This is an optimization exercise on Yosys and OpenROAD, whose aim is small area, a short achievable clock period and few clock cycles per item, not a production implementation.
Where RTL was checked, it was by simulation tests only, not by an equivalence proof against the original.
The RTL of run 4 was laid out without a check of its function.
Power figures rest on the tool's default switching activity, not on a simulated workload.

==> flow/design.v <==
module alu(
        input clk,
        input rst,
        input [2:0] operation,
        input [15:0] srcA_i,
        input [15:0] srcB_i,
        input [15:0] sortNum0_i,
        input [15:0] sortNum1_i,
        input [15:0] sortNum2_i,
        input [15:0] sortNum3_i,
        input [15:0] sortNum4_i,
        input [15:0] sortNum5_i,
        input [15:0] sortNum6_i,
        input [15:0] sortNum7_i,
        input [15:0] sortNum8_i,
        output [15:0] data_o,
        output [15:0] sortNum0_o,
        output [15:0] sortNum1_o,
        output [15:0] sortNum2_o,
        output [15:0] sortNum3_o,
        output [15:0] sortNum4_o,
        output [15:0] sortNum5_o,
        output [15:0] sortNum6_o,
        output [15:0] sortNum7_o,
        output [15:0] sortNum8_o,
        output reg        done
);
localparam [2:0] OP_ADD  = 3'd0;
localparam [2:0] OP_SUB  = 3'd1;
localparam [2:0] OP_MUL  = 3'd2;
localparam [2:0] OP_DIV  = 3'd3;
localparam [2:0] OP_SORT = 3'd4;
wire [15:0] a = srcA_i;
wire [15:0] b = srcB_i;
reg  [3:0]  cnt;
reg  [15:0] H, L, D;
reg  [16:0] D3;
reg         prev;       
reg  [8:0]  cmp;        
reg  [15:0] R;          
reg         fmax, fmin;
reg  [15:0] S [0:8];
assign data_o = {(R[15] & ~fmax) | fmin, (R[14:0] | {15{fmax}}) & ~{15{fmin}}};
assign sortNum0_o = S[0];
assign sortNum1_o = S[1];
assign sortNum2_o = S[2];
assign sortNum3_o = S[3];
assign sortNum4_o = S[4];
assign sortNum5_o = S[5];
assign sortNum6_o = S[6];
assign sortNum7_o = S[7];
assign sortNum8_o = S[8];
wire first = (cnt == 4'd0);
function gt24;
        input [23:0] x;
        input [23:0] y;
        reg   [23:0] g, p;
        reg   [11:0] g1, p1;
        reg   [5:0]  g2, p2;
        reg   [2:0]  g3, p3;
        integer i;
        begin
                g = x & ~y;
                p = x | ~y;
                for (i = 0; i < 12; i = i + 1) begin
                        g1[i] = g[2*i+1] | (p[2*i+1] & g[2*i]);
                        p1[i] = p[2*i+1] & p[2*i];
                end
                for (i = 0; i < 6; i = i + 1) begin
                        g2[i] = g1[2*i+1] | (p1[2*i+1] & g1[2*i]);
                        p2[i] = p1[2*i+1] & p1[2*i];
                end
                for (i = 0; i < 3; i = i + 1) begin
                        g3[i] = g2[2*i+1] | (p2[2*i+1] & g2[2*i]);
                        p3[i] = p2[2*i+1] & p2[2*i];
                end
                gt24 = g3[2] | (p3[2] & (g3[1] | (p3[1] & g3[0])));
        end
endfunction
function [15:0] lor16;
        input [15:0] x;
        integer i;
        begin
                lor16[0] = 1'b0;
                for (i = 1; i < 16; i = i + 1)
                        lor16[i] = lor16[i-1] | x[i-1];
        end
endfunction
wire        is_sub = operation[0];
wire [15:0] as_r   = a + (b ^ {16{is_sub}}) + {15'd0, is_sub};
wire        as_ov  = ~a[15] & (b[15] ^ ~is_sub) & as_r[15];
wire        as_un  =  a[15] & (b[15] ^  is_sub) & ~as_r[15];
wire [15:0] na   = a ^ lor16(a);              
wire [15:0] m1_h = {16{b[0]}} & {na[15], na[15:1]};
reg         e1p, e1n, e2p, e2n;                        
wire [2:0]  bq  = first ? b[2:0] : L[3:1];             
wire [15:0] y1  = (D & {16{e1p | e1n}}) ^ {16{e1n}};
wire [15:0] y2  = (D & {16{e2p | e2n}}) ^ {16{e2n}};
wire        c1  = e1n;
wire        mt0 = (H[0] & y1[0]) | (H[0] & c1) | (y1[0] & c1);   
wire        mo1 = H[0] ^ y1[0] ^ c1;                   
wire [15:0] ua  = {1'b0, H[15:1]};
wire [15:0] ub  = {1'b0, y1[15:1]};
wire        uc  = {ua[13:0], mt0} > {~ub[13:0], 1'b0};   
wire        mf  = (ua[14] | ub[14] | uc) & ~(ua[14] & ub[14] & uc);   
wire [15:0] cs_s = ua ^ ub ^ y2;
wire [15:0] cs_c = (ua & ub) | (ua & y2) | (ub & y2);
wire [16:0] s2t  = {cs_s, 1'b1} + {cs_c[14:0], mt0, e2n};
wire [15:0] s2r  = s2t[16:1];
wire [15:0] s2   = {s2r[15] ^ mf, s2r[14:0]};
wire        rnd  = (L[10] & ^L[9:1]) | (L[11] & L[10] & ~^L[9:1]);
wire [4:0]  ql   = L[15:11] + {4'd0, rnd};
wire        c5   = rnd & (&L[15:11]);
wire [10:0] fa_  = H[10:0];
wire [10:0] fb_  = y1[10:0];
wire [10:0] fc_  = {9'd0, c1 & c5, c1 ^ c5};
wire [10:0] qh   = (fa_ ^ fb_ ^ fc_) + {((fa_ & fb_) | (fa_ & fc_) | (fb_ & fc_)), 1'b0};
wire [15:0] mq   = {qh, ql};
wire        sgn  = a[15] ^ b[15];
wire [15:0] am  = a ^ ({16{a[15]}} & lor16(a));      
wire [15:0] bm  = b ^ ({16{b[15]}} & lor16(b));      
wire [15:0] nb  = b ^ {16{b[15]}};
wire [16:0] t3a = {1'b0, nb};
wire [16:0] t3b = {nb, 1'b0};
wire [16:0] t3c = {15'd0, b[15], b[15]};
wire [16:0] bm3 = (t3a ^ t3b ^ t3c) + {((t3a & t3b) | (t3a & t3c) | (t3b & t3c)), 1'b0};
wire        bz    = (b == 16'd0);
wire        b1    = (b == 16'd1) | (b == 16'hffff);
wire        dv_g1 = am[15] & bz;
wire [1:0]  dv_t1 = {am[15], am[14]};
wire        dv_g2 = ((dv_t1 != 2'd0) & bz) | (dv_t1[1] & b1);
wire [1:0]  dv_t2 = (dv_g2 & b1) ? dv_t1 - 2'd1 : dv_t1;
wire [16:0] X    = {H, L[15]};
wire        h_gt = H[14:0] > D[14:0];
wire        h_eq = (H[14:0] == D[14:0]);
wire        d_g1 = (H[15] & ~D[15]) | (~(H[15] ^ D[15]) & h_gt);           
wire        d_ms = H[15] & ~D[15] & (h_gt | h_eq);                         
wire        d_ca = X[15:0] > D;
wire        x_gt = X[15:0] > D3[15:0];
wire        d_c3 = (X[16] & ~D3[16]) | (~(X[16] ^ D3[16]) & x_gt);         
wire        d_ch = X[16] & ~D3[16] & x_gt;                                 
wire        d_g2 = d_g1 ? (d_ms ? d_ch : d_c3) : d_ca;
wire [14:0] r0   = X[14:0];
wire [14:0] r1   = X[14:0] - D[14:0];
wire [14:0] r2   = X[14:0] - {D[13:0], 1'b0};
wire [14:0] r3   = X[14:0] - D3[14:0];
wire        ds0  = ~d_g1 & ~d_g2, ds1 = ~d_g1 & d_g2, ds2 = d_g1 & ~d_g2, ds3 = d_g1 & d_g2;
wire [14:0] rr   = ({15{ds0}} & r0) | ({15{ds1}} & r1) | ({15{ds2}} & r2) | ({15{ds3}} & r3);
wire [15:0] dq  = {L[13:0], d_g1, d_g2};
wire [15:0] orl = lor16({2'b00, L[13:0]});
wire        glo = d_g1 | d_g2;
wire [15:0] d_res = sgn ? {L[13:0] ^ (orl[13:0] | {14{glo}}), d_g1 ^ d_g2, d_g2} : dq;
wire [15:0] xin [0:8];
assign xin[0] = sortNum0_i;
assign xin[1] = sortNum1_i;
assign xin[2] = sortNum2_i;
assign xin[3] = sortNum3_i;
assign xin[4] = sortNum4_i;
assign xin[5] = sortNum5_i;
assign xin[6] = sortNum6_i;
assign xin[7] = sortNum7_i;
assign xin[8] = sortNum8_i;
reg  [15:0] sel;
integer u;
always @* begin
        sel = 16'd0;
        for (u = 0; u < 9; u = u + 1)
                sel = sel | (xin[u] & {16{cnt == u || (u == 8 && cnt > 8)}});
end
reg [8:0] cmp_n;
integer j;
always @* begin
        for (j = 0; j < 9; j = j + 1)
                cmp_n[j] = {sel, 1'b1} > {xin[j], ~(j < cnt)};
end
reg [3:0] rank;
integer k;
always @* begin
        rank = 4'd0;
        for (k = 0; k < 9; k = k + 1)
                rank = rank + {3'd0, cmp[k]};
end
wire last = (operation == OP_MUL)  ? (cnt == 4'd8)  :
            (operation == OP_DIV)  ? (cnt == 4'd12) :
            (operation == OP_SORT) ? (cnt == 4'd9)  : 1'b1;
always @(posedge clk or posedge rst) begin
        if (rst) begin
                cnt  <= 4'd0;
                done <= 1'b0;
        end else begin
                cnt  <= last ? 4'd0 : cnt + 4'd1;
                done <= last;
        end
end
always @(posedge clk) begin
        cmp <= cmp_n;
        D3  <= bm3;
        e1p <= ~bq[1] & bq[0];
        e1n <= bq[1] & ~bq[0];
        e2p <= ~bq[2] & bq[1];
        e2n <= bq[2] & ~bq[1];
        case (operation)
        OP_MUL: begin
                if (first) begin
                        H    <= m1_h;
                        L    <= {a[0] & b[0], b[15:1]};
                        prev <= b[0];
                end else begin
                        H    <= {s2[15], s2[15:1]};
                        L    <= {s2[0], mo1, L[15:2]};
                        prev <= L[1];
                end
                D    <= a;
                R    <= mq;
                fmax <= ~sgn & mq[15];
                fmin <= sgn & ~mq[15];
        end
        OP_DIV: begin
                if (first) begin
                        H <= {13'd0, dv_t2, am[13]};
                        L <= {am[12:0], 1'b0, dv_g1, dv_g2};
                end else begin
                        H <= {rr, L[14]};
                        L <= {L[13:0], d_g1, d_g2};
                end
                prev <= L[1];
                D    <= bm;
                R    <= d_res;
                fmax <= 1'b0;
                fmin <= 1'b0;
        end
        OP_SORT: begin
                H    <= {s2[15], s2[15:1]};
                L    <= {s2[0], mo1, L[15:2]};
                prev <= L[1];
                D    <= sel;
                R    <= as_r;
                fmax <= as_ov;
                fmin <= as_un;
        end
        default: begin
                H    <= {s2[15], s2[15:1]};
                L    <= {s2[0], mo1, L[15:2]};
                prev <= L[1];
                D    <= a;
                R    <= as_r;
                fmax <= as_ov;
                fmin <= as_un;
        end
        endcase
end
integer p;
always @(posedge clk)
        if (operation == OP_SORT && !first)
                for (p = 0; p < 9; p = p + 1)
                        if (rank == p) S[p] <= D;
endmodule
==> flow/run.sh <==
#!/bin/bash
# synth_recipe.tcl (not shown) runs the flow's synth.tcl, then flattens the netlist and writes it again
# the make line also repeats each setting of config.mk as NAME=value (left out here)
make -C /OpenROAD-flow-scripts/flow DESIGN_CONFIG=/design/flow/config.mk WORK_HOME=/design/flow/orfs CLKGATE_MAP_FILE= SYNTH_SCRIPT=/design/flow/synth_recipe.tcl finish
==> flow/config.mk <==
export PLATFORM = sky130hd
export DESIGN_NAME = alu
export DESIGN_NICKNAME = alu
export VERILOG_FILES = /design/flow/design.v
export SDC_FILE = /design/flow/constraint.sdc
export NUM_CORES = 4
export LEC_CHECK = 0
export CAP_MARGIN = 20
export CELL_PAD_IN_SITES_DETAIL_PLACEMENT = 1
export CELL_PAD_IN_SITES_GLOBAL_PLACEMENT = 2
export CORE_MARGIN = 2
export CORE_UTILIZATION = 25
export PLACE_DENSITY = 0.5
export SETUP_SLACK_MARGIN = 1.0
export SLEW_MARGIN = 20
==> flow/constraint.sdc <==
create_clock -name core_clock -period 5.0 [get_ports {clk}]
set_input_delay 1.0000 -clock core_clock [delete_from_list [all_inputs] [get_ports {clk}]]
set_output_delay 1.0000 -clock core_clock [all_outputs]
set_load 0.01 [all_outputs]
==> flow_summary_export.csv, run 1 <==
group,metric,value,unit
logic_synthesis,synth_top_area_share,20.9,%
floorplanning,dieArea,85300,sq um
floorplanning,coreArea,82100,sq um
logic_synthesis,synthCells,2255,
worst_setup_path,critPathLaunchType,"input port",
timing,grt_setup_unrepaired,"true",
timing,fin_crit_sh,79.2,%
worst_setup_path,critical_path_required,5.43,ns
cts,cts_root_buffer,"clkbuf_16",
pwr,peakVddDrop,0.240,mV
global_route,grt_usage,23.1,%
worst_setup_path,crit_chain,"buf_6 > buf_6 > inv_8 > ha_4 > ha_4 > ha_4 > ha_4 > ha_4 > ha_4 > ha_4 > ha_4 > ha_4 > ha_4 > ha_4 > ha_4 > ha_4 > nor2b_4 > xnor2_4 > ha_4 > o211ai_1 > a21oi_1 > nor2_1 > o211ai_1 > nand3_1",
global_route,overflow,0,
worst_setup_path,crit_path_max_incr_delay,0.28,ns
hold_path,whs_endpoint,"H[1]",
global_route,grt_max_degree,51,
cts,cts_buffers,36,
flow_run,maxCapViolations,0,
floorplanning,io_pins,342,
pwr,comb_power_share,59.5,%
worst_setup_path,crit_path_frequent_cell,"ha_4",
timing,setup_viol,0,
logic_synthesis,synthTopCellsByCount,"ha_1, inv_1, edfxtp_1, nor2_1, a21oi_1",
logic_synthesis,syn_area_per_cell,9.20,sq um
worst_setup_path,cpLargestDelayFamily,"adder cells",
route,drt_iter0_drc,1246,
worst_setup_path,path_class,"input port to flop",
placed_design,gp_congestion,0.872,
route,vias,19147,
hold_path,hold_depth,2,
logic_synthesis,async_reset_ff_share,2.04,%
route,wl_per_cell,26.5,um
logic_synthesis,synth_area,20700,sq um
worst_setup_path,timing.rr.end,"S[8][1]",
floorplanning,die_w,292,um
logic_synthesis,synth-seq-cells,245,
worst_setup_path,crit_path_max_fanout,2,
timing,drv_slew,0,
route,drt_first_pass_iters,8,
worst_setup_path,r2r_setup_slack,1.06,ns
logic_synthesis,synth_fp_nets,2774,
cts,h-tree-depth,2,
route,viasPerCell,5.07,
worst_setup_path,critPathBufInv,3,
cts,insertion_delay,0.59,ns
cts,holdBufCountCts,0,
floorplanning,rows,105,
route,wirelength,100000,um
run_status,status,"no timing/DRC/antenna violations",
route,ant_nets,0,
floorplanning,start_util,25.3,%
pwr,power.internal,7590,uW
worst_setup_path,end_kind,"flop",
logic_synthesis,ys_seq_area_share,30.7,%
cts,cts-root-to-sink-buffers,3,
floorplanning,die_h,292,um
timing,worstMarginPinSlew,0.916,ns
logic_synthesis,synth-edff-count,144,
pwr,p_leak,0.0120,uW
timing,slew-limit-headroom,38.5,%
logic_synthesis,yosysTopAreaCell,"edfxtp_1",
hold_path,hold_path.class,"flop to flop",
route,drc,0,
global_route,antenna_found_initial,7,
cts,cts_sinks,245,
cts,clk_pin_slew,0.06,ns
final_layout,area.sequential,6390,sq um
final_layout,stdcell_count,3778,
final_layout,fin_nets,3200,
placed_design,dp_hpwl,81900,um
placed_design,numPortBuffers,341,
pwr,clkPwrFrac,18.9,%
global_route,grt_pass1_vias,20296,
logic_synthesis,synth-main-ff-cell,"edfxtp_1",
worst_setup_path,slowest_stage,"ha_4",
pwr,p_sw_share,45.4,%
hold_path,hp-start,"L[15]",
worst_setup_path,worstRegToRegCells,10,
pwr,seqPwrFrac,21.6,%
timing,fin_skew,0.0490,ns
cts,cts_tree,"yes",
pwr,switching_power,6310,uW
worst_setup_path,critPathArrivalTime,4.38,ns
timing,finalHoldViolations,0,
global_route,grt_pass1_wl,144000,um
logic_synthesis,synth_cell_types,86,
logic_synthesis,yosysMostFrequentCell,"ha_1",
placed_design,place_inst,3679,
final_layout,syn2layout_area_growth,35.4,%
pwr,power.density,495,nW/um^2
worst_setup_path,crit_cells,24,
worst_setup_path,r2r_start,"cmp[0]",
final_layout,fillers,9256,
logic_synthesis,synth_warnings,2,
timing,max_freq,253,MHz
logic_synthesis,synth.area.top_cells,"edfxtp_1, ha_1, dfxtp_1, inv_1, xnor2_1",
final_layout,multiInputGateArea,13600,sq um
final_layout,layout-drive-gt1-share,12.3,%
timing,post-route-min-period,3.96,ns
pwr,p_total,13900,uW
per-layer routing:
layer,up-vias,track usage [%],share of wire (%)
li1,9098,-,-
met1,9430,31.2,46
met2,481,38.6,47
met3,134,2.75,4.0
met4,4,6.60,2.9
met5,-,0,0.027
flip-flops by register name, summed over array words and instances, names as in the netlist, 4 cells and up:
signal  flops
cnt         4
cmp         9
S         144
D          16
H          16
D3         17
R          16
L          16
logic make-up after synthesis:
| kind of cell | count (synthesis) | share of synthesized area [%] |
|---|---|---|
| buffers and inverters | 346 | 6.39 |
| AO/OA/AOI/OAI | 614 | 20.1 |
| XOR/XNOR | 159 | 6.72 |
| multiplexers | 33 | 1.70 |
| AND/OR/NAND/NOR | 520 | 12.8 |
| adder cells (fa/ha/maj) | 338 | 21.6 |
| flip-flops | 245 | 30.7 |
how the worst max path moves through the flow:
stage | start | end | slack, ns
after floorplan | cmp[0] | S[1][0] | 0.54
after global placement | srcA_i[0] | H[2] | -0.10
after detailed placement | srcA_i[0] | H[2] | -0.1
after CTS | cnt[1] | cmp[5] | 0.97
after global routing | cnt[0] | cmp[5] | 0.94
final | srcA_i[0] | H[2] | 1.04
power by group through the flow:
| stage | logic [uW] | registers, uW | clock network [uW] |
|---|---|---|---|
| detailed placement | 7840 | 3040 | 0 |
| global route | 9140 | 3050 | 2790 |
| floorplan | 5160 | 2800 | 0 |
| finish | 8270 | 3000 | 2630 |
| CTS | 8070 | 3010 | 2710 |
| global placement | 7750 | 3050 | 0 |
worst register-to-register path, stage by stage, from the launching register on:
cell and delay [ns]:
dfxtp_1 0.33, fa_1 0.56, inv_1 0.07, fa_1 0.50, fa_1 0.46, fa_2 0.38
fa_2 0.57, nand4_1 0.20, nor3b_4 0.27, buf_6 0.15, buf_12 0.14
layout make-up:
cell class                 instances  share of cell area (%)
multi-input combinational       1664                    48.5
sequential                       245                    22.8
timing repair buffer             477                    16.1
tap                             1070                    4.77
inverter                         256                    3.55
clock buffer                      44                    3.46
clock inverter                    19                   0.824
timing repair inverter             1                  0.0267
antenna                            2                  0.0178
per-stage QoR:
step	setup WS, ns	setup TNS, ns	hold slack (ns)	cell area, sq um	utilization [%]
final	1.04	0	0.608	28100	34.2
after global routing	0.943	0	0.636	28100	34.2
after CTS	0.974	0	0.593	27600	33.7
after detailed placement	-0.0969	-0.127	0.567	26200	31.9
after global placement	-0.102	-0.102	0.561	26200	31.9
after floorplan	0.536	0	0.492	21000	-
cell usage in the layout, fill, tap and decap left out, types with 13 or more instances in the layout:
cell             count
and3_1              17
nand2b_1            21
o21ai_1             13
clkdlybuf4s50_1    332
a22oi_1             57
buf_4              121
clkbuf_16           37
xnor2_1             86
inv_1              244
a21oi_1            126
a221o_1             20
fa_1                31
o21ai_0            107
nand3_1             63
o21a_1              38
dfxtp_1             87
nor2_1             136
nand4_1             41
nor3_1              34
o211ai_1            17
edfxtp_1           144
nor2b_1             40
a222oi_1            15
mux2_2              17
a21o_1              54
buf_6               15
nand2_1             86
xor2_1              69
mux2i_1             16
ha_1               284
o22ai_1             26
ha_4                20
timing repair:
action / in CTS / in global routing
pin swaps: 22 / 26
buffers inserted: 16 / 16
endpoints found under the setup margin: 94 / 187
resized for setup: 54 / 73
gates cloned: 1 / 1
Testbench counts, summed over its fixed seeds: cycles 10,811, items 1,600.
==> inputs of run 2 (changes only) <==
==> flow/flow/run.sh (new file) <==
#!/bin/bash
# The standard layout, except that the port buffers are buf_1 cells
# (buffer_ports would otherwise pick its lowest-drive buffer, a delay cell).
export BUFFER_PORTS_ARGS="-buffer_cell sky130_fd_sc_hd__buf_1"
bash standard.sh > standard.log 2>&1
==> flow/standard.sh (new file) <==
#!/bin/bash
# synth_recipe.tcl (not shown) runs the flow's synth.tcl, then flattens the netlist and writes it again
# the make line also repeats each setting of config.mk as NAME=value (left out here)
make -C /OpenROAD-flow-scripts/flow DESIGN_CONFIG=/design/flow/config.mk WORK_HOME=/design/flow/orfs CLKGATE_MAP_FILE= SYNTH_SCRIPT=/design/flow/synth_recipe.tcl "${@:-finish}"
removed: flow/run.sh
==> flow_summary_export.csv, run 2 <==
group,metric,value,unit
route,viasPerCell,5.10,
pwr,seqPwrFrac,22.0,%
floorplanning,dieArea,85300,sq um
logic_synthesis,synth-main-ff-cell,"edfxtp_1",
cts,cts_tree,"yes",
placed_design,place_inst,3663,
logic_synthesis,synth_warnings,2,
pwr,clkPwrFrac,19.4,%
worst_setup_path,end_kind,"flop",
logic_synthesis,syn_area_per_cell,9.20,sq um
final_layout,layout-drive-gt1-share,10.7,%
floorplanning,io_pins,342,
final_layout,largest_register_ffs,144,
route,drt_iter0_drc,1050,
route,wirelength,96500,um
logic_synthesis,synth-edff-count,144,
timing,finalSetupTns,0,ns
final_layout,final_common_cell,"buf_1",
cts,h-tree-depth,2,
pwr,peakVddDrop,0.204,mV
logic_synthesis,async_reset_ff_share,2.04,%
final_layout,stdcell_count,3749,
cts,cts_sinks,245,
timing,setup_viol,0,
cts,holdBufCountCts,0,
placed_design,dp_hpwl,78500,um
timing,max_freq,254,MHz
timing,drv_slew,0,
cts,cts_buffers,34,
worst_setup_path,critPathLaunchType,"input port",
route,drt_first_pass_iters,5,
worst_setup_path,critPathArrivalTime,4.33,ns
final_layout,syn2layout_area_growth,23.5,%
flow_run,maxCapViolations,0,
worst_setup_path,worstRegToRegCells,14,
pwr,p_sw_share,46.1,%
timing,post-route-min-period,3.94,ns
global_route,antenna_found_initial,5,
global_route,grt_pass1_vias,20153,
pwr,power.density,526,nW/um^2
cts,cts_root_buffer,"clkbuf_16",
logic_synthesis,yosysMostFrequentCell,"ha_1",
cts,cts-root-to-sink-buffers,3,
timing,slew-limit-headroom,37.2,%
logic_synthesis,synth_cell_types,86,
worst_setup_path,path_class,"input port to flop",
route,wl_per_cell,25.7,um
global_route,grt_usage,22.2,%
route,vias,19119,
logic_synthesis,ys_seq_area_share,30.7,%
logic_synthesis,synth_top_area_share,20.9,%
timing,worstMarginPinSlew,0.936,ns
worst_setup_path,critical_path_required,5.39,ns
final_layout,top_regs,"S x144, D3 x17",
timing,fin_crit_sh,78.7,%
pwr,p_leak,0.0109,uW
floorplanning,coreArea,82100,sq um
placed_design,numPortBuffers,341,
logic_synthesis,synthTopCellsByCount,"ha_1, inv_1, edfxtp_1, nor2_1, a21oi_1",
route,drc,0,
global_route,grt_pass1_wl,140000,um
worst_setup_path,crit_path_max_fanout,3,
final_layout,largest_register,"S",
run_status,status,"no timing/DRC/antenna violations",
floorplanning,die_w,292,um
timing,fin_skew,0.0592,ns
floorplanning,rows,105,
hold_path,hold_path.class,"input port to asynchronous set/reset pin",
floorplanning,start_util,25.3,%
final_layout,final_cell_mix,"buf_1, ha_1, inv_1",
route,ant_nets,0,
pwr,switching_power,6220,uW
cts,clk_pin_slew,0.07,ns
logic_synthesis,synth-seq-cells,245,
final_layout,fin_nets,3170,
logic_synthesis,synth.area.top_cells,"edfxtp_1, ha_1, dfxtp_1, inv_1, xnor2_1",
pwr,comb_power_share,58.6,%
logic_synthesis,synth_area,20700,sq um
global_route,grt_max_degree,51,
logic_synthesis,synth_fp_nets,2774,
cts,insertion_delay,0.57,ns
pwr,power.internal,7260,uW
timing,grt_setup_unrepaired,"true",
placed_design,gp_congestion,0.853,
global_route,overflow,0,
timing,finalHoldViolations,0,
floorplanning,die_h,292,um
worst_setup_path,r2r_start,"cnt[1]",
worst_setup_path,startpoint,"srcA_i[0]",
logic_synthesis,synthCells,2255,
logic_synthesis,yosysTopAreaCell,"edfxtp_1",
-- run 2: final cells by class --
class | count | area, sq um
fillers | 9532 | 56500
multi-input cells | 1664 | 13500
flip-flops and latches | 245 | 6380
repair buffers | 449 | 2160
well taps | 1070 | 1340
inverters | 256 | 985
clock buffers | 41 | 897
clock inverters | 21 | 289
repair inverters | 1 | 7.51
diodes | 2 | 5.00
-- run 2: logic make-up (layout without fill, tap and decap cells) --
family          Yosys count  in the layout  synth area share (%)
flops                   245            245                  30.7
other cells               0              2                     0
compound gates          614            614                  20.1
mux                      33             33                  1.70
buf+inv                 346            768                  6.39
simple gates            520            520                  12.8
fa+ha+maj               338            338                  21.6
xor+xnor                159            159                  6.72
-- run 2: worst max-delay path, stage by stage --
cell      delay (ns)
buf_8           0.09
inv_8           0.04
ha_4            0.16
ha_4            0.16
ha_4            0.16
ha_4            0.16
ha_4            0.16
ha_4            0.16
ha_4            0.16
ha_4            0.16
ha_4            0.16
ha_4            0.16
ha_4            0.16
ha_4            0.16
ha_4            0.17
nor2b_4         0.16
xnor2_4         0.10
ha_4            0.29
o211ai_1        0.07
a21oi_1         0.18
nor2_1          0.08
o211ai_1        0.11
nand3_1         0.09
-- run 2: path summary, 6_finish.rpt --
kind	end	slack (ns)
worst max-delay path	H[2]	1.06
worst min-delay path	cnt[0]	0.29
worst max register to register	cmp[7]	1.13
worst min register to register	cnt[0]	0.58
max in group asynchronous	cnt[2]	4.49
min in group core_clock	cnt[0]	0.58
-- run 2: repair_timing --
action | 4_1_cts | 5_1_grt
gates cloned | 1 | 0
endpoints found under the setup margin | 78 | 111
resized for setup | 29 | 57
setup buffers | 5 | 16
pin swaps | 5 | 24
-- run 2: per-stage QoR --
stage               hold slack [ns]  utilization, %  power, uW  instance area, sq um  setup slack, ns
floorplan                     0.492               -       7960                 21000            0.536
global placement              0.533            29.2      10600                 23900            0.195
detailed placement            0.542            29.2      10600                 23900            0.217
CTS                           0.257            30.8      13500                 25300            0.834
global route                  0.287            31.2      14500                 25600            0.966
finish                        0.295            31.2      13500                 25600             1.06
-- run 2: metal layers --
metal	part of all wire [%]	GRT usage [%]	vias up
li1	-	-	9021
met1	47	30.3	9567
met2	48	37.8	432
met3	3.1	1.96	99
met4	2.4	5.49	0
met5	0	0	-
-- run 2: power groups by stage --
| stage | Clock, uW | Combinational (uW) | Sequential [uW] |
|---|---|---|---|
| global placement | 0 | 7540 | 3020 |
| finish | 2610 | 7910 | 2960 |
| detailed placement | 0 | 7630 | 3020 |
| global route | 2770 | 8760 | 3020 |
| CTS | 2710 | 7760 | 2990 |
| floorplan | 0 | 5160 | 2800 |
==> inputs of run 3 (changes only) <==
--- a/flow/config.mk
+++ b/flow/config.mk
@@ -11,5 +11,5 @@
 export CORE_MARGIN = 2
 export CORE_UTILIZATION = 25
 export PLACE_DENSITY = 0.5
-export SETUP_SLACK_MARGIN = 1.0
+export SETUP_SLACK_MARGIN = 1.5
 export SLEW_MARGIN = 20
==> flow_summary_export.csv, run 3 <==
group,metric,value,unit
worst_setup_path,cpLargestDelayFamily,"adder cells",
pwr,power.density,538,nW/um^2
placed_design,numPortBuffers,341,
cts,cts_sinks,245,
worst_setup_path,critPathBufInv,3,
route,vias,19419,
timing,worstMarginPinSlew,0.920,ns
final_layout,final_common_cell,"buf_1",
final_layout,syn2layout_area_growth,33.4,%
logic_synthesis,synth-edff-count,144,
floorplanning,start_util,25.3,%
worst_setup_path,crit_chain,"fa_1 > inv_1 > fa_1 > fa_1 > fa_2 > fa_2 > nand4_1 > buf_6 > nor2_4 > clkbuf_16",
worst_setup_path,path_class,"flop to flop",
placed_design,preCtsSetupSlack,0.299,ns
worst_setup_path,crit_path_frequent_cell,"fa_1",
global_route,overflow,0,
hold_path,hold_path.class,"input port to asynchronous set/reset pin",
worst_setup_path,r2r_start,"cmp[0]",
placed_design,place_area,24000,sq um
final_layout,final_util,33.7,%
final_layout,final_cell_mix,"buf_1, ha_1, inv_1",
floorplanning,rows,105,
final_layout,top_regs,"S x144, D3 x17",
route,drt_first_pass_iters,5,
placed_design,place_inst,3656,
route,ant_nets,0,
logic_synthesis,synth.area.top_cells,"edfxtp_1, ha_1, dfxtp_1, inv_1, xnor2_1",
global_route,antenna_found_initial,9,
cts,insertion_delay,0.58,ns
timing,post-route-min-period,3.86,ns
floorplanning,io_pins,342,
final_layout,stdcell_count,3824,
route,drc,0,
floorplanning,coreArea,82100,sq um
timing,slew-limit-headroom,38.4,%
worst_setup_path,r2r_setup_slack,1.14,ns
cts,clk_pin_slew,0.06,ns
global_route,grt_pass1_wl,141000,um
worst_setup_path,worstRegToRegCells,10,
route,viasPerCell,5.08,
route,wl_per_cell,25.7,um
placed_design,dp_hpwl,77600,um
worst_setup_path,critPathLaunchType,"flop",
logic_synthesis,synth_area,20700,sq um
worst_setup_path,slowest_stage,"fa_2",
timing,setup_slack,1.14,ns
timing,finalHoldViolations,0,
route,wirelength,98100,um
cts,h-tree-depth,2,
final_layout,postLayoutCellArea,27700,sq um
pwr,p_leak,0.0115,uW
floorplanning,die_w,292,um
logic_synthesis,synth-seq-cells,245,
logic_synthesis,yosysTopAreaCell,"edfxtp_1",
timing,finalSetupTns,0,ns
logic_synthesis,synth-main-ff-cell,"edfxtp_1",
logic_synthesis,synthCells,2255,
final_layout,fin_nets,3249,
logic_synthesis,ys_seq_area_share,30.7,%
logic_synthesis,synthTopCellsByCount,"ha_1, inv_1, edfxtp_1, nor2_1, a21oi_1",
flow_run,maxCapViolations,0,
cts,cts_tree,"yes",
final_layout,largest_register_ffs,144,
worst_setup_path,end_kind,"flop",
worst_setup_path,crit_path_max_incr_delay,0.58,ns
timing,fin_crit_sh,77.3,%
logic_synthesis,synth_top_area_share,20.9,%
placed_design,gp_congestion,0.878,
timing,drv_slew,0,
worst_setup_path,timing.rr.end,"S[4][0]",
timing,max_freq,259,MHz
cts,cts_root_buffer,"clkbuf_16",
cts,holdBufCountCts,0,
logic_synthesis,synth_warnings,2,
global_route,grt_usage,22.5,%
logic_synthesis,syn_area_per_cell,9.20,sq um
worst_setup_path,critPathArrivalTime,4.14,ns
floorplanning,die_h,292,um
worst_setup_path,critical_path_required,5.28,ns
timing,fin_skew,0.0337,ns
cts,cts_buffers,34,
pwr,peakVddDrop,0.273,mV
floorplanning,dieArea,85300,sq um
final_layout,largest_register,"S",
timing,setup_viol,0,
logic_synthesis,yosysMostFrequentCell,"ha_1",
logic_synthesis,synth_fp_nets,2774,
final_layout,antenna_cells,0,
logic_synthesis,async_reset_ff_share,2.04,%
run_status,status,"no timing/DRC/antenna violations",
logic_synthesis,synth_cell_types,86,
cts,cts-root-to-sink-buffers,3,
timing,grt_setup_unrepaired,"true",
worst_setup_path,crit_path_max_fanout,5,
route,drt_iter0_drc,1154,
global_route,grt_pass1_vias,20467,
global_route,grt_max_degree,51,
final_layout,layout-drive-gt1-share,18.4,%
-- run 3: cell counts after synthesis --
Identical to the previous run, type by type.
-- run 3: layout make-up --
class	instances	area, sq um
Clock buffer	39	900
Timing Repair Buffer	528	3140
Fill cell	9440	54500
Multi-Input combinational cell	1665	14500
Sequential cell	245	6410
Tap cell	1070	1340
Inverter	256	997
Clock inverter	21	379
-- run 3: power by group --
part | total (uW) | switching [uW] | internal (uW)
logic | 9040 | 5120 | 3920
clock network | 2800 | 1070 | 1730
registers | 3020 | 493 | 2530
-- run 3: how the worst max path moves through the flow --
stage | endpoint | slack (ns) | from | depth (start not counted)
2_1_floorplan | H[2] | 0.89 | srcA_i[1] | 22
3_3_place_gp | cmp[5] | 0.26 | cnt[1] | 14
3_5_place_dp | cmp[5] | 0.30 | cnt[1] | 14
4_1_cts | S[0][13] | 1.17 | cmp[0] | 10
5_1_grt | H[2] | 1.05 | srcA_i[0] | 23
6_report | S[4][0] | 1.14 | cmp[0] | 10
-- run 3: routing by layer --
layer / GRT usage [%] / share of wire, %
met3: 2.89 / 4.1
met4: 6.68 / 2.9
met1: 29.9 / 46
met5: 0 / 0
met2: 37.8 / 47
-- run 3: worst reg2reg max path, stage by stage, from the launching register on --
cell and delay (ns):
dfxtp_2 0.35, fa_1 0.53, inv_1 0.05, fa_1 0.49, fa_1 0.43, fa_2 0.37
fa_2 0.58, nand4_1 0.19, buf_6 0.22, nor2_4 0.18, clkbuf_16 0.19
-- run 3: repair_timing --
action,in CTS,in global routing
resized for setup,181,141
setup endpoints to repair,191,187
buffers inserted,49,53
hold endpoints to repair,0,0
gates cloned,2,4
pin swaps,71,83
-- run 3: through the flow --
step	total power [uW]	hold WS, ns
global route	16000	0.325
finish	14900	0.327
floorplan	8180	0.492
global placement	10700	0.531
CTS	14400	0.308
detailed placement	10800	0.551
-- run 3: cell families after synthesis --
| family | count (synthesis) | synth area share (%) |
|---|---|---|
| DFF | 245 | 30.7 |
| adders and majority gates | 338 | 21.6 |
| buffers and inverters | 346 | 6.39 |
| xor gates and xnor gates | 159 | 6.72 |
| and+or+nand+nor | 520 | 12.8 |
| muxes | 33 | 1.70 |
| AOI/OAI and AO/OA | 614 | 20.1 |
==> inputs of run 4 (changes only) <==
--- a/flow/design.v
+++ b/flow/design.v
@@ -79,11 +79,14 @@
 endfunction
 function [15:0] lor16;
         input [15:0] x;
-        integer i;
+        reg   [15:0] o;
+        integer i, l;
         begin
-                lor16[0] = 1'b0;
-                for (i = 1; i < 16; i = i + 1)
-                        lor16[i] = lor16[i-1] | x[i-1];
+                o = x;
+                for (l = 1; l < 16; l = l * 2)
+                        for (i = 15; i >= l; i = i - 1)
+                                o[i] = o[i] | o[i-l];
+                lor16 = {o[14:0], 1'b0};
         end
 endfunction
 wire        is_sub = operation[0];
@@ -173,12 +176,21 @@
         for (j = 0; j < 9; j = j + 1)
                 cmp_n[j] = {sel, 1'b1} > {xin[j], ~(j < cnt)};
 end
-reg [3:0] rank;
-integer k;
+reg [3:0] ga, gb, gc;       
+reg [8:0] slot;
+integer k, i1, i2;
 always @* begin
-        rank = 4'd0;
-        for (k = 0; k < 9; k = k + 1)
-                rank = rank + {3'd0, cmp[k]};
+        for (k = 0; k < 4; k = k + 1) begin
+                ga[k] = (cmp[0] + cmp[1] + cmp[2] == k);
+                gb[k] = (cmp[3] + cmp[4] + cmp[5] == k);
+                gc[k] = (cmp[6] + cmp[7] + cmp[8] == k);
+        end
+        slot = 9'd0;
+        for (i1 = 0; i1 < 4; i1 = i1 + 1)
+                for (i2 = 0; i2 < 4; i2 = i2 + 1)
+                        for (k = 0; k < 4; k = k + 1)
+                                if (i1 + i2 + k < 9)
+                                        slot[i1 + i2 + k] = slot[i1 + i2 + k] | (ga[i1] & gb[i2] & gc[k]);
 end
 wire last = (operation == OP_MUL)  ? (cnt == 4'd8)  :
             (operation == OP_DIV)  ? (cnt == 4'd12) :
@@ -253,5 +265,5 @@
 always @(posedge clk)
         if (operation == OP_SORT && !first)
                 for (p = 0; p < 9; p = p + 1)
-                        if (rank == p) S[p] <= D;
+                        if (slot[p]) S[p] <= D;
 endmodule
--- a/flow/config.mk
+++ b/flow/config.mk
@@ -11,5 +11,5 @@
 export CORE_MARGIN = 2
 export CORE_UTILIZATION = 25
 export PLACE_DENSITY = 0.5
-export SETUP_SLACK_MARGIN = 1.5
+export SETUP_SLACK_MARGIN = 1.0
 export SLEW_MARGIN = 20
==> flow_summary_export.csv, run 4 <==
group,metric,value,unit
timing,grt_setup_unrepaired,"true",
logic_synthesis,synth-seq-cells,245,
route,viasPerCell,5.15,
logic_synthesis,synth-main-ff-cell,"edfxtp_1",
route,wirelength,99800,um
worst_setup_path,r2r_setup_slack,1.11,ns
pwr,p_leak,0.0111,uW
logic_synthesis,synth-edff-count,144,
logic_synthesis,muxShareOfSynthArea,2.08,%
final_layout,syn2layout_area_growth,21.5,%
floorplanning,coreArea,83400,sq um
floorplanning,dieArea,86300,sq um
final_layout,fin_nets,3213,
logic_synthesis,synthAdderAreaFrac,20.1,%
flow_run,maxCapViolations,0,
worst_setup_path,critical_path_required,5.43,ns
timing,fin_skew,0.0226,ns
logic_synthesis,async_reset_ff_share,2.04,%
global_route,antenna_found_initial,3,
route,drt_first_pass_iters,8,
final_layout,largest_register_ffs,144,
final_layout,top_regs,"S x144, D3 x17",
worst_setup_path,critPathLaunchType,"flop",
worst_setup_path,crit_path_frequent_cell,"inv_1",
timing,finalSetupTns,0,ns
final_layout,layout-drive-gt1-share,9.75,%
cts,insertion_delay,0.56,ns
final_layout,final_cell_mix,"buf_1, ha_1, inv_1",
cts,h-tree-depth,2,
logic_synthesis,yosysTopAreaCell,"edfxtp_1",
cts,cts_buffers,35,
cts,cts_root_buffer,"clkbuf_16",
global_route,overflow,0,
pwr,power.density,531,nW/um^2
timing,drv_slew,0,
route,wl_per_cell,26.1,um
timing,slew-limit-headroom,27.9,%
logic_synthesis,syn_area_per_cell,9.02,sq um
global_route,grt-busiest-layer,"met2",
timing,worstMarginPinSlew,1.07,ns
global_route,grt_pass1_wl,144000,um
route,vias,19683,
timing,fin_crit_sh,77.9,%
placed_design,numPortBuffers,341,
logic_synthesis,yosysMostFrequentCell,"ha_1",
worst_setup_path,crit_chain,"nor2b_1 > buf_6 > mux2_2 > inv_1 > fa_2 > inv_1 > ha_1 > a21o_1 > a21oi_2 > nor3_1 > nor2_1 > a31oi_1 > a31oi_2 > o21ai_0 > xor2_1 > a221o_1",
route,drt_iter0_drc,1008,
timing,finalHoldViolations,0,
global_route,grt_pass1_vias,20803,
worst_setup_path,critPathArrivalTime,4.32,ns
route,ant_nets,0,
worst_setup_path,cpLargestDelayFamily,"compound AO/OA/AOI/OAI gates",
logic_synthesis,synth_warnings,2,
floorplanning,die_h,294,um
logic_synthesis,synth_fp_nets,2826,
logic_synthesis,synthTopCellsByCount,"ha_1, inv_1, edfxtp_1, nor2_1, a21oi_1",
cts,cts-root-to-sink-buffers,3,
placed_design,dp_hpwl,82400,um
final_layout,largest_register,"S",
timing,post-route-min-period,3.89,ns
floorplanning,io_pins,342,
worst_setup_path,crit_path_max_incr_delay,0.59,ns
placed_design,preCtsSetupSlack,0.534,ns
final_layout,final_util,30.6,%
timing,max_freq,257,MHz
global_route,use_met1,30.0,%
floorplanning,start_util,25.2,%
placed_design,gp_congestion,0.867,
global_route,met2_usage,39.7,%
logic_synthesis,synth_cell_types,84,
timing,setup_slack,1.11,ns
cts,cts_tree,"yes",
worst_setup_path,end_kind,"flop",
worst_setup_path,slowest_stage,"fa_2",
timing,setup_viol,0,
worst_setup_path,crit_path_max_fanout,15,
floorplanning,die_w,294,um
logic_synthesis,synth.area.top_cells,"edfxtp_1, ha_1, dfxtp_1, inv_1, xor2_1",
logic_synthesis,synth_compound_gate_area_share,21.1,%
global_route,grt_usage,22.7,%
logic_synthesis,synthXorXnorAreaFrac,7.13,%
route,drc,0,
cts,cts_sinks,245,
logic_synthesis,synthCells,2327,
hold_path,hold_path.class,"input port to asynchronous set/reset pin",
final_layout,antenna_cells,0,
logic_synthesis,synth_area,21000,sq um
run_status,status,"no timing/DRC/antenna violations",
logic_synthesis,synth_top_family_by_area,"compound AO/OA/AOI/OAI gates",
worst_setup_path,path_class,"flop to flop",
global_route,grt_use_met3,2.14,%
logic_synthesis,synth_top_area_share,20.6,%
worst_setup_path,critPathBufInv,3,
floorplanning,rows,106,
logic_synthesis,synthSimpleGateAreaFrac,12.9,%
cts,clk_pin_slew,0.06,ns
global_route,grt_max_degree,41,
logic_synthesis,ys_seq_area_share,30.3,%
pwr,peakVddDrop,0.254,mV
cts,holdBufCountCts,0,
final_layout,final_common_cell,"buf_1",
[run 4: changes by cell type in the layout (fill, tap and decap cells not counted), sizes merged, moves of 8 or more]
cell    before  now
a22oi       57   47
nand2       87  116
xor2        70   93
xnor2       89   78
a31oi       15   24
or3         12   22
a21oi      132  140
o21a        40   23
a221oi       8   21
a21o        54   68
o22ai       26   18
buf        522  449
o21ai      123  134
ha         305  287
[run 4: where the power goes]
group | total [uW] | leakage (uW) | switching (uW) | internal [uW]
Sequential | 2940 | 0.00217 | 453 | 2480
Combinational | 8070 | 0.00832 | 4860 | 3210
Clock | 2550 | 0.000564 | 1060 | 1490
Total | 13600 | 0.0111 | 6370 | 7180
[run 4: cell type report]
cell class,instances,area [sq um]
fill,9763,57900
multi-input combinational,1726,13500
sequential,245,6380
timing repair buffer,453,2150
tap,1080,1350
inverter,253,953
clock buffer,43,926
clock inverter,19,223
[run 4: logic make-up after synthesis]
family          after synthesis
buf+inv                     356
xor+xnor                    171
simple gates                544
mux                          41
compound gates              652
flops                       245
fa+ha+maj                   318
[run 4: metrics by stage]
step	cells	total power, uW	area, sq um	hold slack (ns)
4_1_cts	3804	13600	25300	0.328
3_5_place_dp	3737	10800	24000	0.619
6_report	3819	13600	25500	0.352
2_1_floorplan	2327	8000	21000	0.488
5_1_grt	3819	14600	25500	0.346
3_3_place_gp	3737	10800	24000	0.609
[run 4: timing repair]
item,in CTS,in global routing
setup endpoints to repair,18,34
pin swaps,3,13
gates cloned,0,0
buffers inserted,5,15
resized for setup,27,41
[run 4: metal layers]
| metal | share of wire [%] | vias to the layer above | wire, um |
|---|---|---|---|
| met1 | 46 | 9833 | 45700 |
| met4 | 2.0 | 2 | 2000 |
| met2 | 49 | 437 | 48800 |
| li1 | - | 9296 | - |
| met5 | 0.013 | - | 13 |
| met3 | 3.3 | 115 | 3280 |
[run 4: path summary, 6_finish.rpt]
| path | from | to | depth (start not counted) |
|---|---|---|---|
| min in group core_clock | L[12] | L[10] | 2 |
| min | rst | done | 2 |
| max in group asynchronous | rst | cnt[2] | 2 |
| min reg2reg | L[12] | L[10] | 2 |
| max | e1n | H[13] | 16 |
| max reg2reg | e1n | H[13] | 16 |
==> inputs of run 5 (changes only) <==
--- a/flow/design.v
+++ b/flow/design.v
@@ -51,30 +51,36 @@
 assign sortNum7_o = S[7];
 assign sortNum8_o = S[8];
 wire first = (cnt == 4'd0);
-function gt24;
-        input [23:0] x;
-        input [23:0] y;
-        reg   [23:0] g, p;
-        reg   [11:0] g1, p1;
-        reg   [5:0]  g2, p2;
+function gt17;
+        input [16:0] x;
+        input [16:0] y;
+        reg   [16:0] g, p;
+        reg   [8:0]  g1, p1;
+        reg   [4:0]  g2, p2;
         reg   [2:0]  g3, p3;
         integer i;
         begin
                 g = x & ~y;
                 p = x | ~y;
-                for (i = 0; i < 12; i = i + 1) begin
+                for (i = 0; i < 8; i = i + 1) begin
                         g1[i] = g[2*i+1] | (p[2*i+1] & g[2*i]);
                         p1[i] = p[2*i+1] & p[2*i];
                 end
-                for (i = 0; i < 6; i = i + 1) begin
+                g1[8] = g[16];
+                p1[8] = p[16];
+                for (i = 0; i < 4; i = i + 1) begin
                         g2[i] = g1[2*i+1] | (p1[2*i+1] & g1[2*i]);
                         p2[i] = p1[2*i+1] & p1[2*i];
                 end
-                for (i = 0; i < 3; i = i + 1) begin
+                g2[4] = g1[8];
+                p2[4] = p1[8];
+                for (i = 0; i < 2; i = i + 1) begin
                         g3[i] = g2[2*i+1] | (p2[2*i+1] & g2[2*i]);
                         p3[i] = p2[2*i+1] & p2[2*i];
                 end
-                gt24 = g3[2] | (p3[2] & (g3[1] | (p3[1] & g3[0])));
+                g3[2] = g2[4];
+                p3[2] = p2[4];
+                gt17 = g3[2] | (p3[2] & (g3[1] | (p3[1] & g3[0])));
         end
 endfunction
 function [15:0] lor16;
@@ -174,7 +180,7 @@
 integer j;
 always @* begin
         for (j = 0; j < 9; j = j + 1)
-                cmp_n[j] = {sel, 1'b1} > {xin[j], ~(j < cnt)};
+                cmp_n[j] = gt17({sel, 1'b1}, {xin[j], ~(j < cnt)});
 end
 reg [3:0] ga, gb, gc;       
 reg [8:0] slot;
--- a/flow/config.mk
+++ b/flow/config.mk
@@ -9,7 +9,7 @@
 export CELL_PAD_IN_SITES_DETAIL_PLACEMENT = 1
 export CELL_PAD_IN_SITES_GLOBAL_PLACEMENT = 2
 export CORE_MARGIN = 2
-export CORE_UTILIZATION = 25
-export PLACE_DENSITY = 0.5
+export CORE_UTILIZATION = 35
+export PLACE_DENSITY = 0.6
 export SETUP_SLACK_MARGIN = 1.0
 export SLEW_MARGIN = 20
==> flow_summary_export.csv, run 5 <==
group,metric,value,unit
final_layout,final_util,42.6,%
route,ant_nets,0,
cts,cts_tree,"yes",
logic_synthesis,synth_fp_nets,2550,
placed_design,gp_congestion,0.954,
hold_path,hold_path.class,"input port to asynchronous set/reset pin",
pwr,power.density,546,nW/um^2
pwr,peakVddDrop,0.299,mV
timing,fin_crit_sh,79.1,%
final_layout,syn2layout_area_growth,20.1,%
logic_synthesis,synth-edff-count,144,
pwr,seqPwrFrac,22.5,%
pwr,comb_power_share,60.9,%
logic_synthesis,yosysMostFrequentCell,"nor2_1",
pwr,switching_power,5950,uW
final_layout,fillers,6535,
route,wl_per_cell,25.9,um
cts,holdBufCountCts,0,
floorplanning,die_w,240,um
logic_synthesis,async_reset_ff_share,2.04,%
timing,worstMarginPinSlew,1.04,ns
floorplanning,rows,86,
logic_synthesis,synth_cell_types,88,
logic_synthesis,synthTopCellsByCount,"nor2_1, nand2_1, ha_1, edfxtp_1, o21ai_0",
final_layout,postLayoutCellArea,23500,sq um
timing,finalSetupTns,0,ns
logic_synthesis,synth_warnings,2,
flow_run,maxCapViolations,0,
pwr,p_sw_share,46.5,%
final_layout,final_common_cell,"buf_1",
worst_setup_path,critPathLaunchType,"input port",
route,drt_iter0_drc,1254,
floorplanning,coreArea,55100,sq um
timing,grt_setup_unrepaired,"true",
cts,cts_buffers,29,
timing,finalHoldViolations,0,
logic_synthesis,synth_area,19500,sq um
logic_synthesis,synth.area.top_cells,"edfxtp_1, dfxtp_1, ha_1, xor2_1, xnor2_1",
pwr,power.internal,6850,uW
worst_setup_path,critical_path_required,5.48,ns
worst_setup_path,crit_path_max_fanout,6,
floorplanning,io_pins,342,
final_layout,largest_register,"S",
cts,h-tree-depth,1,
global_route,overflow,0,
final_layout,multiInputGateArea,12500,sq um
placed_design,dp_hpwl,69100,um
route,wirelength,86100,um
logic_synthesis,syn_area_per_cell,8.94,sq um
run_status,status,"no timing/DRC/antenna violations",
global_route,grt_pass1_vias,19098,
route,viasPerCell,5.72,
route,drc,0,
cts,cts_root_buffer,"clkbuf_16",
timing,post-route-min-period,3.96,ns
timing,setup_viol,0,
floorplanning,dieArea,57700,sq um
route,drt_first_pass_iters,5,
final_layout,top_regs,"S x144, D3 x17",
timing,slew-limit-headroom,30.4,%
logic_synthesis,synth-seq-cells,245,
logic_synthesis,yosysTopAreaCell,"edfxtp_1",
final_layout,fin_nets,2906,
timing,max_freq,253,MHz
global_route,grt_usage,29.4,%
worst_setup_path,critPathArrivalTime,4.44,ns
logic_synthesis,synthCells,2185,
logic_synthesis,ys_seq_area_share,32.6,%
final_layout,final_cell_mix,"buf_1, nor2_1, nand2_1",
pwr,p_total,12800,uW
worst_setup_path,end_kind,"flop",
timing,fin_skew,0.0120,ns
cts,cts-root-to-sink-buffers,3,
route,vias,19017,
timing,drv_slew,0,
final_layout,layout-drive-gt1-share,10.5,%
cts,cts_sinks,245,
worst_setup_path,path_class,"input port to flop",
logic_synthesis,synth_top_area_share,22.1,%
floorplanning,start_util,35.5,%
pwr,p_leak,0.00911,uW
cts,insertion_delay,0.59,ns
logic_synthesis,synth-main-ff-cell,"edfxtp_1",
final_layout,area.sequential,6390,sq um
global_route,grt_max_degree,47,
pwr,clkPwrFrac,16.6,%
placed_design,place_area,22100,sq um
global_route,grt_pass1_wl,126000,um
final_layout,largest_register_ffs,144,
global_route,antenna_found_initial,11,
placed_design,numPortBuffers,341,
cts,clk_pin_slew,0.06,ns
floorplanning,die_h,240,um
[run 5: cell types whose count changed after synthesis, moves of 21 or more]
cell | previous run | this run
ha_1 | 287 | 153
nor2_1 | 143 | 173
nor2b_1 | 36 | 15
maj3_1 | 0 | 43
a21o_1 | 68 | 41
nand2_1 | 115 | 167
inv_1 | 252 | 130
[run 5: final cells by class]
class | count | area share (%)
Clock inverter | 15 | 0.619
Sequential cell | 245 | 27.2
Timing Repair Buffer | 449 | 9.12
Multi-Input combinational cell | 1685 | 53.5
Tap cell | 748 | 3.99
Clock buffer | 37 | 3.35
Inverter | 131 | 2.11
Antenna cell | 12 | 0.128
[run 5: repair_timing]
action | in CTS | in global routing
setup endpoints to repair | 21 | 33
pin swaps | 4 | 13
setup buffers | 4 | 9
gates resized for setup | 21 | 57
cloned | 0 | 0
[run 5: final timing paths]
path                            from     end  slack [ns]  cells after the start
setup / recovery           srcA_i[1]    H[2]        1.04                     15
max in group asynchronous        rst  cnt[2]        4.48                      2
hold / removal                   rst    done        0.30                      2
setup reg to reg              cnt[0]  cmp[2]        1.12                     13
hold reg to reg                 L[0]    L[2]        0.51                      2
min in group core_clock         L[0]    L[2]        0.51                      2
[run 5: worst max-delay path, cell delays in order]
cell and delay (ns):
clkbuf_2 0.14, or3_4 0.39, or3_4 0.37, or2_4 0.26, or4_4 0.44, or3_4 0.36
or3_4 0.37, nor3_4 0.12, ha_2 0.22, inv_2 0.06, ha_1 0.27, inv_1 0.04
o21ai_1 0.12, a21oi_1 0.09, a21o_1 0.19
[run 5: metrics by stage]
| step | std cells | setup slack, ns | hold slack (ns) |
|---|---|---|---|
| finish | 3322 | 1.04 | 0.300 |
| global route | 3316 | 0.892 | 0.297 |
| CTS | 3301 | 0.925 | 0.272 |
| detailed placement | 3245 | 0.395 | 0.492 |
| global placement | 3245 | 0.435 | 0.500 |
| floorplan | 2185 | 0.669 | 0.448 |
[run 5: layer usage]
| metal | part of all wire (%) | routed length (um) | global-route usage (%) |
|---|---|---|---|
| met5 | 0.015 | 13 | 0 |
| met4 | 2.6 | 2220 | 7.66 |
| met3 | 5.0 | 4290 | 3.27 |
| met2 | 47 | 40300 | 49.0 |
| met1 | 46 | 39300 | 40.4 |
[run 5: cell families (layout without fill, tap and decap cells)]
family	count (synthesis)	in the layout	share of synthesized area [%]
and+or+nand+nor	580	580	14.1
DFF	245	245	32.6
xor gates and xnor gates	171	171	7.67
AOI/OAI and AO/OA	664	664	23.0
adders and majority gates	234	234	15.6
buffers and inverters	255	632	5.14
muxes	36	36	1.94
other	0	12	0
[run 5: power groups by stage]
stage | logic (uW) | clock network [uW] | registers (uW)
floorplan | 5090 | 0 | 2760
global placement | 7380 | 0 | 2930
detailed placement | 7470 | 0 | 2930
CTS | 7620 | 2180 | 2890
global route | 8560 | 2240 | 2920
finish | 7800 | 2130 | 2880
Testbench counts of run 5, summed over its fixed seeds: cycles 10,811, items 1,600.
==> inputs of run 6 (changes only) <==
--- a/flow/config.mk
+++ b/flow/config.mk
@@ -9,7 +9,7 @@
 export CELL_PAD_IN_SITES_DETAIL_PLACEMENT = 1
 export CELL_PAD_IN_SITES_GLOBAL_PLACEMENT = 2
 export CORE_MARGIN = 2
-export CORE_UTILIZATION = 35
-export PLACE_DENSITY = 0.6
+export CORE_UTILIZATION = 25
+export PLACE_DENSITY = 0.5
 export SETUP_SLACK_MARGIN = 1.0
 export SLEW_MARGIN = 20
==> flow_summary_export.csv, run 6 <==
group,metric,value,unit
placed_design,numPortBuffers,341,
worst_setup_path,r2r_setup_slack,1.14,ns
floorplanning,dieArea,80400,sq um
floorplanning,die_h,284,um
run_status,status,"no timing/DRC/antenna violations",
logic_synthesis,synth_fp_nets,2550,
timing,grt_setup_unrepaired,"true",
global_route,grt_usage,22.9,%
pwr,p_total,13200,uW
route,drc,0,
logic_synthesis,synth_warnings,2,
final_layout,postLayoutCellArea,24100,sq um
logic_synthesis,synth_area,19500,sq um
floorplanning,io_pins,342,
route,wirelength,95200,um
final_layout,final_cell_mix,"buf_1, nor2_1, nand2_1",
logic_synthesis,yosysMostFrequentCell,"nor2_1",
logic_synthesis,synth-seq-cells,245,
route,drt_first_pass_iters,6,
logic_synthesis,synth_top_area_share,22.1,%
logic_synthesis,synthTopCellsByCount,"nor2_1, nand2_1, ha_1, edfxtp_1, o21ai_0",
timing,finalHoldViolations,0,
pwr,peakVddDrop,0.360,mV
global_route,grt_max_degree,46,
final_layout,top_regs,"S x144, D3 x17",
placed_design,place_inst,3557,
logic_synthesis,synth.area.top_cells,"edfxtp_1, dfxtp_1, ha_1, xor2_1, xnor2_1",
timing,drv_slew,0,
logic_synthesis,yosysTopAreaCell,"edfxtp_1",
cts,cts_tree,"yes",
pwr,p_leak,0.00928,uW
route,ant_nets,0,
final_layout,fillers,9177,
timing,fin_crit_sh,78.8,%
floorplanning,die_w,284,um
logic_synthesis,syn_area_per_cell,8.94,sq um
timing,hold_slack,0.294,ns
placed_design,dp_hpwl,77400,um
logic_synthesis,synthCells,2185,
final_layout,stdcell_count,3644,
final_layout,syn2layout_area_growth,23.5,%
worst_setup_path,critPathArrivalTime,4.44,ns
placed_design,place_area,22600,sq um
final_layout,fin_nets,2934,
timing,max_freq,254,MHz
logic_synthesis,synth-main-ff-cell,"edfxtp_1",
cts,cts_sinks,245,
global_route,antenna_found_initial,11,
cts,h-tree-depth,1,
timing,post-route-min-period,3.94,ns
cts,cts_root_buffer,"clkbuf_16",
worst_setup_path,worstRegToRegCells,14,
logic_synthesis,synth_cell_types,88,
timing,fin_skew,0.0169,ns
worst_setup_path,crit_path_max_fanout,4,
worst_setup_path,end_kind,"flop",
global_route,overflow,0,
timing,finalSetupTns,0,ns
worst_setup_path,path_class,"input port to flop",
route,drt_iter0_drc,1152,
cts,cts_buffers,31,
logic_synthesis,synth-edff-count,144,
floorplanning,rows,102,
placed_design,gp_congestion,0.874,
final_layout,largest_register_ffs,144,
final_layout,largest_register,"S",
worst_setup_path,critical_path_required,5.50,ns
timing,worstMarginPinSlew,1.05,ns
global_route,grt_pass1_vias,19385,
floorplanning,coreArea,77300,sq um
hold_path,hold_path.class,"input port to asynchronous set/reset pin",
pwr,power.density,546,nW/um^2
flow_run,maxCapViolations,0,
worst_setup_path,timing.rr.end,"cmp[8]",
floorplanning,start_util,25.3,%
route,viasPerCell,5.18,
final_layout,final_common_cell,"buf_1",
route,vias,18887,
final_layout,layout-drive-gt1-share,12.0,%
worst_setup_path,critPathLaunchType,"input port",
logic_synthesis,ys_seq_area_share,32.6,%
cts,insertion_delay,0.60,ns
worst_setup_path,r2r_start,"cnt[0]",
cts,clk_pin_slew,0.06,ns
logic_synthesis,async_reset_ff_share,2.04,%
route,wl_per_cell,26.1,um
timing,setup_viol,0,
cts,cts-root-to-sink-buffers,3,
timing,slew-limit-headroom,30.0,%
global_route,grt_pass1_wl,137000,um
-- run 6: cell counts after synthesis --
Identical to the previous run, type by type.
-- run 6: final cells by class --
cell class	count	area [sq um]	area share (%)
repair buffers	475	2330	9.67
clock inverters	22	228	0.944
flip-flops and latches	245	6390	26.5
clock buffers	35	801	3.32
diodes	11	27.5	0.114
well taps	1040	1300	5.40
multi-input cells	1685	12500	52.0
inverters	131	492	2.04
-- run 6: logic make-up after synthesis --
logic type | Yosys count | share of synthesized area [%]
AOI/OAI and AO/OA | 664 | 23.0
and+or+nand+nor | 580 | 14.1
buffers and inverters | 255 | 5.14
DFF | 245 | 32.6
adders and majority gates | 234 | 15.6
xor gates and xnor gates | 171 | 7.67
muxes | 36 | 1.94
-- run 6: what timing repair did --
item | in CTS | in global routing
endpoints found under the setup margin | 28 | 34
gates resized for setup | 26 | 54
hold buffers | 0 | 0
buffers inserted | 0 | 19
pin swaps | 0 | 16
-- run 6: through the flow --
step / setup WS (ns) / utilization (%)
finish: 1.06 / 31.2
global route: 0.839 / 31.2
CTS: 0.920 / 30.7
detailed placement: 0.239 / 29.3
global placement: 0.297 / 29.3
floorplan: 0.669 / -
-- run 6: worst max-delay path: stages --
cell,delay (ns)
clkbuf_2,0.12
or3_4,0.39
or3_4,0.36
or2_4,0.26
or4_4,0.44
or3_4,0.36
or3_4,0.36
nor3_2,0.12
ha_2,0.22
inv_2,0.06
ha_1,0.29
inv_1,0.05
o21ai_1,0.12
a21oi_1,0.09
a21o_1,0.20
-- run 6: worst max-delay path by stage --
stage	from	endpoint	slack [ns]
2_1_floorplan	srcA_i[0]	H[2]	0.67
3_3_place_gp	srcB_i[15]	D3[15]	0.30
3_5_place_dp	srcB_i[15]	D3[15]	0.24
4_1_cts	H[1]	H[13]	0.92
5_1_grt	e1p	H[13]	0.84
6_report	srcA_i[2]	H[2]	1.06
-- run 6: per-layer routing --
| layer | routed length (um) | vias up | global-route usage (%) |
|---|---|---|---|
| met5 | 0 | - | 0 |
| met4 | 2610 | 0 | 6.79 |
| met3 | 4100 | 104 | 2.76 |
| met2 | 45400 | 456 | 38.4 |
| met1 | 43100 | 9457 | 30.7 |
| li1 | - | 8870 | - |
-- run 6: where the power goes --
| group | internal [uW] | switching [uW] | total, uW | leakage [uW] |
|---|---|---|---|---|
| combinational | 3170 | 4820 | 7990 | 0.00662 |
| clock | 1320 | 1000 | 2320 | 0.000488 |
| sequential | 2490 | 370 | 2860 | 0.00217 |
| total | 6980 | 6190 | 13200 | 0.00928 |
==> inputs of run 7 (changes only) <==
--- a/flow/design.v
+++ b/flow/design.v
@@ -173,8 +173,8 @@
 integer u;
 always @* begin
         sel = 16'd0;
-        for (u = 0; u < 9; u = u + 1)
-                sel = sel | (xin[u] & {16{cnt == u || (u == 8 && cnt > 8)}});
+        for (u = 0; u < 8; u = u + 1)
+                sel = sel | (xin[u] & {16{cnt[2:0] == u}});
 end
 reg [8:0] cmp_n;
 integer j;
@@ -200,7 +200,7 @@
 end
 wire last = (operation == OP_MUL)  ? (cnt == 4'd8)  :
             (operation == OP_DIV)  ? (cnt == 4'd12) :
-            (operation == OP_SORT) ? (cnt == 4'd9)  : 1'b1;
+            (operation == OP_SORT) ? (cnt == 4'd8)  : 1'b1;
 always @(posedge clk or posedge rst) begin
         if (rst) begin
                 cnt  <= 4'd0;
@@ -267,9 +267,10 @@
         end
         endcase
 end
+wire [15:0] sdat = first ? sortNum8_i : D;
 integer p;
 always @(posedge clk)
-        if (operation == OP_SORT && !first)
+        if (operation == OP_SORT)
                 for (p = 0; p < 9; p = p + 1)
-                        if (slot[p]) S[p] <= D;
+                        if (first | slot[p]) S[p] <= sdat;
 endmodule
==> flow_summary_export.csv, run 7 <==
group,metric,value,unit
logic_synthesis,synth-main-ff-cell,"edfxtp_1",
worst_setup_path,path_class,"input port to flop",
timing,finalSetupTns,0,ns
hold_path,hold_path.class,"input port to asynchronous set/reset pin",
logic_synthesis,yosysMostFrequentCell,"nand2_1",
global_route,grt_usage,23.4,%
pwr,peakVddDrop,0.203,mV
timing,max_freq,257,MHz
timing,fin_skew,0.0332,ns
route,ant_nets,0,
logic_synthesis,synth_fp_nets,2607,
floorplanning,start_util,25.2,%
cts,cts-root-to-sink-buffers,3,
route,wl_per_cell,26.7,um
logic_synthesis,synth_top_area_share,21.8,%
logic_synthesis,synthCells,2241,
logic_synthesis,synthTopCellsByCount,"nand2_1, o21ai_0, nor2_1, ha_1, edfxtp_1",
floorplanning,io_pins,342,
worst_setup_path,critPathArrivalTime,4.36,ns
route,drt_first_pass_iters,8,
pwr,p_leak,0.00933,uW
placed_design,place_inst,3594,
logic_synthesis,syn_area_per_cell,8.84,sq um
route,wirelength,97900,um
placed_design,gp_congestion,0.843,
cts,insertion_delay,0.57,ns
route,viasPerCell,5.25,
final_layout,fillers,9320,
route,drc,0,
final_layout,final_cell_mix,"buf_1, nand2_1, o21ai_0",
timing,finalHoldViolations,0,
cts,cts_tree,"yes",
floorplanning,rows,103,
placed_design,dp_hpwl,79200,um
global_route,grt_pass1_wl,141000,um
logic_synthesis,synth_area,19800,sq um
final_layout,multiInputGateArea,12800,sq um
global_route,grt_pass1_vias,20061,
placed_design,numPortBuffers,341,
route,vias,19297,
cts,cts_root_buffer,"clkbuf_16",
global_route,grt_max_degree,83,
logic_synthesis,synth-seq-cells,245,
timing,post-route-min-period,3.89,ns
flow_run,maxCapViolations,0,
floorplanning,die_w,285,um
logic_synthesis,synth_warnings,2,
final_layout,final_util,30.7,%
final_layout,syn2layout_area_growth,22.1,%
cts,clk_pin_slew,0.06,ns
final_layout,stdcell_count,3673,
cts,cts_sinks,245,
worst_setup_path,critPathLaunchType,"input port",
floorplanning,coreArea,78700,sq um
global_route,overflow,0,
logic_synthesis,synth_cell_types,86,
floorplanning,dieArea,81500,sq um
timing,grt_setup_unrepaired,"true",
worst_setup_path,crit_path_max_fanout,5,
cts,h-tree-depth,2,
timing,fin_crit_sh,77.8,%
final_layout,fin_nets,2966,
timing,drv_slew,0,
logic_synthesis,synth.area.top_cells,"edfxtp_1, ha_1, dfxtp_1, o21ai_0, xor2_1",
timing,slew-limit-headroom,26.7,%
logic_synthesis,yosysTopAreaCell,"edfxtp_1",
logic_synthesis,async_reset_ff_share,2.04,%
final_layout,largest_register_ffs,144,
floorplanning,die_h,285,um
final_layout,top_regs,"S x144, D3 x17",
logic_synthesis,ys_seq_area_share,32.2,%
worst_setup_path,critical_path_required,5.47,ns
logic_synthesis,synth-edff-count,144,
final_layout,final_common_cell,"buf_1",
timing,setup_slack,1.11,ns
final_layout,area.sequential,6390,sq um
route,drt_iter0_drc,1249,
final_layout,largest_register,"S",
cts,cts_buffers,34,
final_layout,layout-drive-gt1-share,10.9,%
pwr,power.density,557,nW/um^2
run_status,status,"no timing/DRC/antenna violations",
timing,worstMarginPinSlew,1.09,ns
global_route,antenna_found_initial,5,
placed_design,preCtsSetupSlack,0.404,ns
timing,setup_viol,0,
worst_setup_path,end_kind,"flop",
[run 7: cells by family (layout without fill, tap and decap cells)]
family | Yosys count | count (layout) | synth area share [%]
AOI/OAI and AO/OA | 718 | 718 | 24.2
xor gates and xnor gates | 167 | 167 | 7.42
adders and majority gates | 223 | 223 | 14.8
buffers and inverters | 265 | 644 | 5.14
DFF | 245 | 245 | 32.2
muxes | 47 | 47 | 2.49
other | 0 | 3 | 0
and+or+nand+nor | 576 | 576 | 13.8
[run 7: final cells by class]
type | instances | share of cell area (%)
Multi-Input combinational cell | 1731 | 52.9
Sequential cell | 245 | 26.4
Timing Repair Buffer | 449 | 8.84
Tap cell | 1050 | 5.43
Clock buffer | 42 | 3.72
Inverter | 139 | 2.20
Clock inverter | 14 | 0.507
Antenna cell | 3 | 0.0310
[run 7: layer usage]
layer  GRT usage [%]  routed length [um]  vias to the layer above
li1                -                   -                     9070
met1            30.8               44000                     9726
met2            41.7               49200                      412
met3            2.03                3000                       87
met4            4.66                1640                        2
met5               0                  13                        -
[run 7: final timing paths]
path                            slack (ns)  endpoint      start  cells past startpoint
worst max register to register        1.17     H[13]        e1n                     16
min in group core_clock               0.55    cnt[0]     cnt[0]                      1
worst min register to register        0.55    cnt[0]     cnt[0]                      1
max in group asynchronous             4.47    cnt[2]        rst                      2
worst min-delay path                  0.32      done        rst                      2
worst max-delay path                  1.11      L[0]  srcA_i[1]                     15
[run 7: critical path, stage by stage]
cell and delay (ns):
buf_1 0.14, inv_1 0.17, ha_4 0.16, or3b_4 0.40, or3_4 0.36, or3_4 0.37
or3b_4 0.41, or3_4 0.35, nand2_2 0.09, xor2_2 0.08, ha_2 0.20, nor2b_1 0.11
o21ai_1 0.10, o311a_1 0.17, a221oi_1 0.22
[run 7: where the power goes]
group,switching (uW),internal [uW]
clock network,990,1290
registers,433,2570
logic,5000,3200
total,6420,7050
[run 7: metrics by stage]
stage	area [sq um]	hold slack, ns	total power (uW)
floorplan	19900	0.468	8010
global placement	22700	0.538	10900
detailed placement	22700	0.567	11000
CTS	23900	0.293	13500
global route	24200	0.319	14500
finish	24200	0.319	13500
[run 7: what timing repair did]
item                                    CTS  global route
setup buffers                             4            16
pin swaps                                 2            14
gates resized for setup                  37            52
cloned                                    0             0
hold buffers                              0             0
endpoints found under the setup margin   20            31
Testbench counts of run 7, summed over its fixed seeds: cycles 10,488, items 1,600.

afterwards: timing with drivers on the ports:
The flow's constraints put no driver on any port. The routed layouts listed below were extracted and timed again, unchanged, in two steps.
Step 1: set_driving_cell puts a clkbuf_16 on clk and a buf_2 on each other input, an assumption about the parent block.
Step 2, shift: input delay + t, output delay - t, t = (earliest + latest rising clock arrival at the registers) / 2. This alone moves slack from input paths to output paths.
Slacks: no drivers / after step 1 / after step 2; pairs: no drivers / after step 1.
| run | shift t [ns] | setup WS [ns] | cell pins on the clock port's net |
|---|---|---|---|
| run 1 | 0.631 | 1.041 / 1.060 / 0.433 | 1 |
| run 2 | 0.607 | 1.063 / 1.075 / 0.468 | 1 |
| run 3 | 0.623 | 1.137 / 1.137 / 0.544 | 1 |
| run 4 | 0.620 | 1.106 / 1.106 / 0.548 | 1 |
| run 5 | 0.645 | 1.043 / 1.075 / 0.430 | 1 |
| run 6 | 0.661 | 1.058 / 1.082 / 0.421 | 1 |
| run 7 | 0.619 | 1.110 / 1.135 / 0.516 | 1 |
After both steps every run listed still meets setup and hold. The setup slack of run 6, which loses most, moves by +0.024 ns with the drivers and by -0.637 ns with both steps.
